Context: an optimization exercise on an open-source flow, tuned for small area. The choices shown serve that exercise and are no tape-out recipe.
Where RTL was checked, it was by simulation tests only, not by an equivalence proof against the original.

==> flow/design.v (excerpt) <==
module FFT_top (
input	wire 			clk,reset_n,
input	wire			start,
input	wire 	[15:0]	s_in,
output	wire 			s2p_en,
output	wire[15:0]		X_0_re,X_1_re,
						X_4_re,X_5_re,
						X_0_im,X_1_im,
						X_4_im,X_5_im,
						X_2_re,X_3_re,
						X_6_re,X_7_re,
						X_2_im,X_3_im,
						X_6_im,X_7_im
);
For scale: roughly 290 flip-flops.
==> module FFT_top, before the edit <==
module FFT_top (
input	wire 			clk,reset_n,
input	wire			start,
input	wire 	[15:0]	s_in,
output	wire 			s2p_en,
output	wire[15:0]		X_0_re,X_1_re,
						X_4_re,X_5_re,
						X_0_im,X_1_im,
						X_4_im,X_5_im,
						X_2_re,X_3_re,
						X_6_re,X_7_re,
						X_2_im,X_3_im,
						X_6_im,X_7_im
);
reg       toggle, en, primed;
reg [2:0] p;                  
always @(posedge clk, negedge reset_n) begin
  if (!reset_n) begin
    toggle <= 1'b0; en <= 1'b0; p <= 3'd0; primed <= 1'b0;
  end else begin
    if (start) toggle <= ~toggle;
    en <= toggle & ~start;
    if (en) p <= p + 3'd1;
    if (en && p == 3'd7) primed <= 1'b1;
  end
end
assign s2p_en = en;
wire p0 = (p == 3'd0), p1 = (p == 3'd1), p2 = (p == 3'd2), p3 = (p == 3'd3);
wire p4 = (p == 3'd4), p5 = (p == 3'd5), p6 = (p == 3'd6), p7 = (p == 3'd7);
reg [15:0] d1, d2;             
always @(posedge clk) if (en) begin d1 <= s_in; d2 <= d1; end
reg [15:0] X0a, ABa, A2p;
reg [15:1] X4a;
wire [15:0] xg = en ? d2 : 16'd0;
wire        sub4  = en & (p6 | p7 | p0 | p1);
wire        subab = en & (p4 | p5 | p0 | p1);
wire        init0 = en & p2;
wire        initab = en & (p2 | p6);
wire [15:0] x0s, x4s, abs_;
rca #(16) ax0 (.a(init0  ? 16'd0 : X0a), .b(xg),                 .ci(1'b0),  .s(x0s));
rca #(16) ax4 (.a(init0  ? 16'd0 : {X4a[15:1], X0a[0]}), .b(xg ^ {16{sub4}}), .ci(sub4), .s(x4s));
rca #(16) aab (.a(initab ? 16'd0 : ABa), .b(xg ^ {16{subab}}),   .ci(subab), .s(abs_));
always @(posedge clk) begin
  X0a <= x0s; X4a <= x4s[15:1]; ABa <= abs_;
  if (en && p6) A2p <= ABa;
end
wire [15:0] df;
rca #(16) adf (.a(d2), .b(~d1), .ci(1'b1), .s(df));
reg  [15:0] C, D;
reg  [16:0] R1, R2;           
reg         m_p, nz_p, nzv_p;
wire [15:0] my;
mulw umul (.u(R1), .y(my));
wire [15:0] pa = p0 ? R2[15:0] : (p1 ? C : D);
wire [15:0] pb = p0 ? df : my;
wire [16:0] XS, YS;
rca #(17) aX (.a({pa[15], pa}), .b({pb[15], pb}),   .ci(p2 & nzv_p),    .s(XS));
rca #(17) aY (.a({pa[15], pa}), .b(~{pb[15], pb}),  .ci(~p2 | ~nzv_p),  .s(YS));
wire        m_n = (df == 16'h8000);
wire [16:0] u1r = {YS[16] ^ m_n, YS[15:0]};             
always @(posedge clk) if (en) begin
  if (p2) C <= df;
  if (p4) D <= df;
  if (p6) R2 <= {1'b0, df};
  if (p0) begin
    R1 <= u1r; R2 <= XS;
    m_p <= m_n; nz_p <= |u1r[13:0]; nzv_p <= |XS[13:0];
  end
  if (p1) begin R1 <= R2; R2[15:0] <= XS[15:0]; C <= YS[15:0]; end
end
wire [15:0] P = R2[15:0], Q = C, R = YS[15:0], S = XS[15:0];
reg [15:0] H0, HP, HR;
reg [15:1] H4, HA2, HB2, HQ, HS;
reg        Hm, Hnz;
always @(posedge clk, negedge reset_n) begin
  if (!reset_n) begin
    H0 <= 16'd0; H4 <= 15'd0; HA2 <= 15'd0; HB2 <= 15'd0;
    HP <= 16'd0; HQ <= 15'd0; HR <= 16'd0; HS <= 15'd0;
    Hm <= 1'b0; Hnz <= 1'b0;
  end else if (en && p2 && primed) begin
    H0 <= X0a; H4 <= X4a; HA2 <= A2p[15:1]; HB2 <= ABa[15:1];
    HP <= P; HQ <= Q[15:1]; HR <= R; HS <= S[15:1];
    Hm <= m_p; Hnz <= nz_p;
  end
end
wire        b2lsb = H0[1] ^ H4[1];
wire [15:0] fX4 = {H4, H0[0]};
wire [15:0] fA2 = {HA2, b2lsb ^ H0[0]};
wire [15:0] fB2 = {HB2, b2lsb};
wire [15:0] fQ  = {HQ, HP[0]};
wire [15:0] fS  = {HS, HR[0]};
wire [15:0] K  = Hm ? 16'hB504 : 16'd0;
wire [15:0] nK = Hm ? 16'h4AFC : 16'd0;       
wire [15:0] x7r, x3r, x1i, x5i, x2i;
rca #(16) o7r (.a(HP),  .b(K),   .ci(Hnz),  .s(x7r));   
rca #(16) o3r (.a(fQ),  .b(~K),  .ci(~Hnz), .s(x3r));   
rca #(16) o1i (.a(~fS), .b(nK),  .ci(1'b1), .s(x1i));   
rca #(16) o5i (.a(~HR), .b(K),   .ci(1'b1), .s(x5i));   
rca #(16) o2i (.a(~fB2), .b(16'd0), .ci(1'b1), .s(x2i));  
assign X_0_re = H0;   assign X_0_im = 16'd0;
assign X_4_re = fX4;   assign X_4_im = 16'd0;
assign X_2_re = fA2;  assign X_2_im = x2i;
assign X_6_re = fA2;  assign X_6_im = fB2;
assign X_1_re = HP;   assign X_1_im = x1i;
assign X_5_re = fQ;   assign X_5_im = x5i;
assign X_3_re = x3r;  assign X_3_im = HR;
assign X_7_re = x7r;  assign X_7_im = fS;
endmodule
clock: 12.0 ns
lec_check: 0
abc_area: 1
cap_margin: 20
core_margin: 2
core_utilization: 70
cts_buf_list: sky130_fd_sc_hd__clkbuf_16
cts_cluster_diameter: 100
cts_cluster_size: 25
slew_margin: 20
standard.sh (not shown) runs the stock make flow with config.mk's settings and CLKGATE_MAP_FILE= SYNTH_SCRIPT=/design/flow/synth_recipe.tcl, a recipe that flattens the netlist after the stock synthesis.
==> flow/flow/run.sh <==
#!/bin/bash
# Standard layout, except that the port buffers the standard flow's flow adds are the
# smallest buffer (buf_1) instead of the default choice, and one tie cell
# drives the constant outputs.
set -euo pipefail
bash standard.sh "BUFFER_PORTS_ARGS=-buffer_cell sky130_fd_sc_hd__buf_1" SKIP_REPAIR_TIE_FANOUT=1 finish > standard_flow.log 2>&1
Next try:
--- a/flow/design.v
+++ b/flow/design.v
@@ -78,37 +78,44 @@
 rca #(16) ax4 (.a(init0  ? 16'd0 : {X4a[15:1], X0a[0]}), .b(xg ^ {16{sub4}}), .ci(sub4), .s(x4s));
 rca #(16) aab (.a(initab ? 16'd0 : ABa), .b(xg ^ {16{subab}}),   .ci(subab), .s(abs_));
 always @(posedge clk) begin
   X0a <= x0s; X4a <= x4s[15:1]; ABa <= abs_;
   if (en && p6) A2p <= ABa;
 end
+wire [15:0] da = p7 ? d1 : d2;
+wire [15:0] db = p7 ? s_in : d1;
 wire [15:0] df;
-rca #(16) adf (.a(d2), .b(~d1), .ci(1'b1), .s(df));
+rca #(16) adf (.a(da), .b(~db), .ci(1'b1), .s(df));
 reg  [15:0] C, D;
 reg  [16:0] R1, R2;           
 reg         m_p, nz_p, nzv_p;
+wire [16:0] es = {R2[15], R2[15:0]};
+wire [16:0] fs = {df[15], df};
+wire [16:0] dif, sum;
+rca #(17) aum (.a(es), .b(~fs), .ci(1'b1), .s(dif));    
+rca #(17) aup (.a(es), .b(fs),  .ci(1'b0), .s(sum));    
+wire        m_n = (df == 16'h8000);
+wire [16:0] u1r = {dif[16] ^ m_n, dif[15:0]};           
 wire [15:0] my;
 mulw umul (.u(R1), .y(my));
-wire [15:0] pa = p0 ? R2[15:0] : (p1 ? C : D);
-wire [15:0] pb = p0 ? df : my;
-wire [16:0] XS, YS;
-rca #(17) aX (.a({pa[15], pa}), .b({pb[15], pb}),   .ci(p2 & nzv_p),    .s(XS));
-rca #(17) aY (.a({pa[15], pa}), .b(~{pb[15], pb}),  .ci(~p2 | ~nzv_p),  .s(YS));
-wire        m_n = (df == 16'h8000);
-wire [16:0] u1r = {YS[16] ^ m_n, YS[15:0]};             
 always @(posedge clk) if (en) begin
   if (p2) C <= df;
   if (p4) D <= df;
   if (p6) R2 <= {1'b0, df};
-  if (p0) begin
-    R1 <= u1r; R2 <= XS;
-    m_p <= m_n; nz_p <= |u1r[13:0]; nzv_p <= |XS[13:0];
+  if (p7) begin
+    R1 <= u1r; R2 <= sum;
+    m_p <= m_n; nz_p <= |u1r[13:0]; nzv_p <= |sum[13:0];
   end
-  if (p1) begin R1 <= R2; R2[15:0] <= XS[15:0]; C <= YS[15:0]; end
+  if (p0) begin R1 <= R2; R2[15:0] <= my; end
+  if (p1) R1[15:0] <= my;
 end
-wire [15:0] P = R2[15:0], Q = C, R = YS[15:0], S = XS[15:0];
+wire [15:0] P, Q, R, S;
+rca #(16) aP (.a(C), .b(R2[15:0]),  .ci(1'b0),   .s(P));     
+rca #(16) aQ (.a(C), .b(~R2[15:0]), .ci(1'b1),   .s(Q));     
+rca #(16) aR (.a(D), .b(~R1[15:0]), .ci(~nzv_p), .s(R));     
+rca #(16) aS (.a(D), .b(R1[15:0]),  .ci(nzv_p),  .s(S));     
 reg [15:0] H0, HP, HR;
 reg [15:1] H4, HA2, HB2, HQ, HS;
 reg        Hm, Hnz;
 always @(posedge clk, negedge reset_n) begin
   if (!reset_n) begin
     H0 <= 16'd0; H4 <= 15'd0; HA2 <= 15'd0; HB2 <= 15'd0;
What happened: The changed run produced a clean layout; design area grows by 6.2%; synthesized area is higher by 6.5%; wire length shrinks by 2.0%; fmax climbs by 1.6%; die area goes up by 6.3%; clock-buffer cell count does not change.
Function not checked in the second run of this note: the RTL went through the layout flow alone.

-- re-timing with driven ports --
The results above use ideal ports. As a check the final layouts listed here were re-extracted and re-timed, cells and wires unchanged. Step 1: set_driving_cell puts a clkbuf_16 on clk and a buf_2 on each other input, an assumption about the parent block. Step 2 moves the port delays by t, midway between the first and last clock arrival at a register: inputs arrive t later, outputs are due t later. That takes back most of the time a late clock gives input paths. Three values: ideal, step 1, step 2; two values: the first two.
| run | t, ns | slack for setup (ns) | latest minus earliest clock arrival (ns) | worst register clock-pin slew, ns | cell pins on the clock port's net |
|---|---|---|---|---|---|
| the first run | 0.546 | 1.309 / 1.309 / 1.309 | 0.022 / 0.023 | 0.11 / 0.11 | 1 |
| the second run | 0.558 | 1.479 / 1.479 / 1.479 | 0.019 / 0.018 | 0.11 / 0.11 | 1 |
After both steps setup and hold are still met in every run listed.
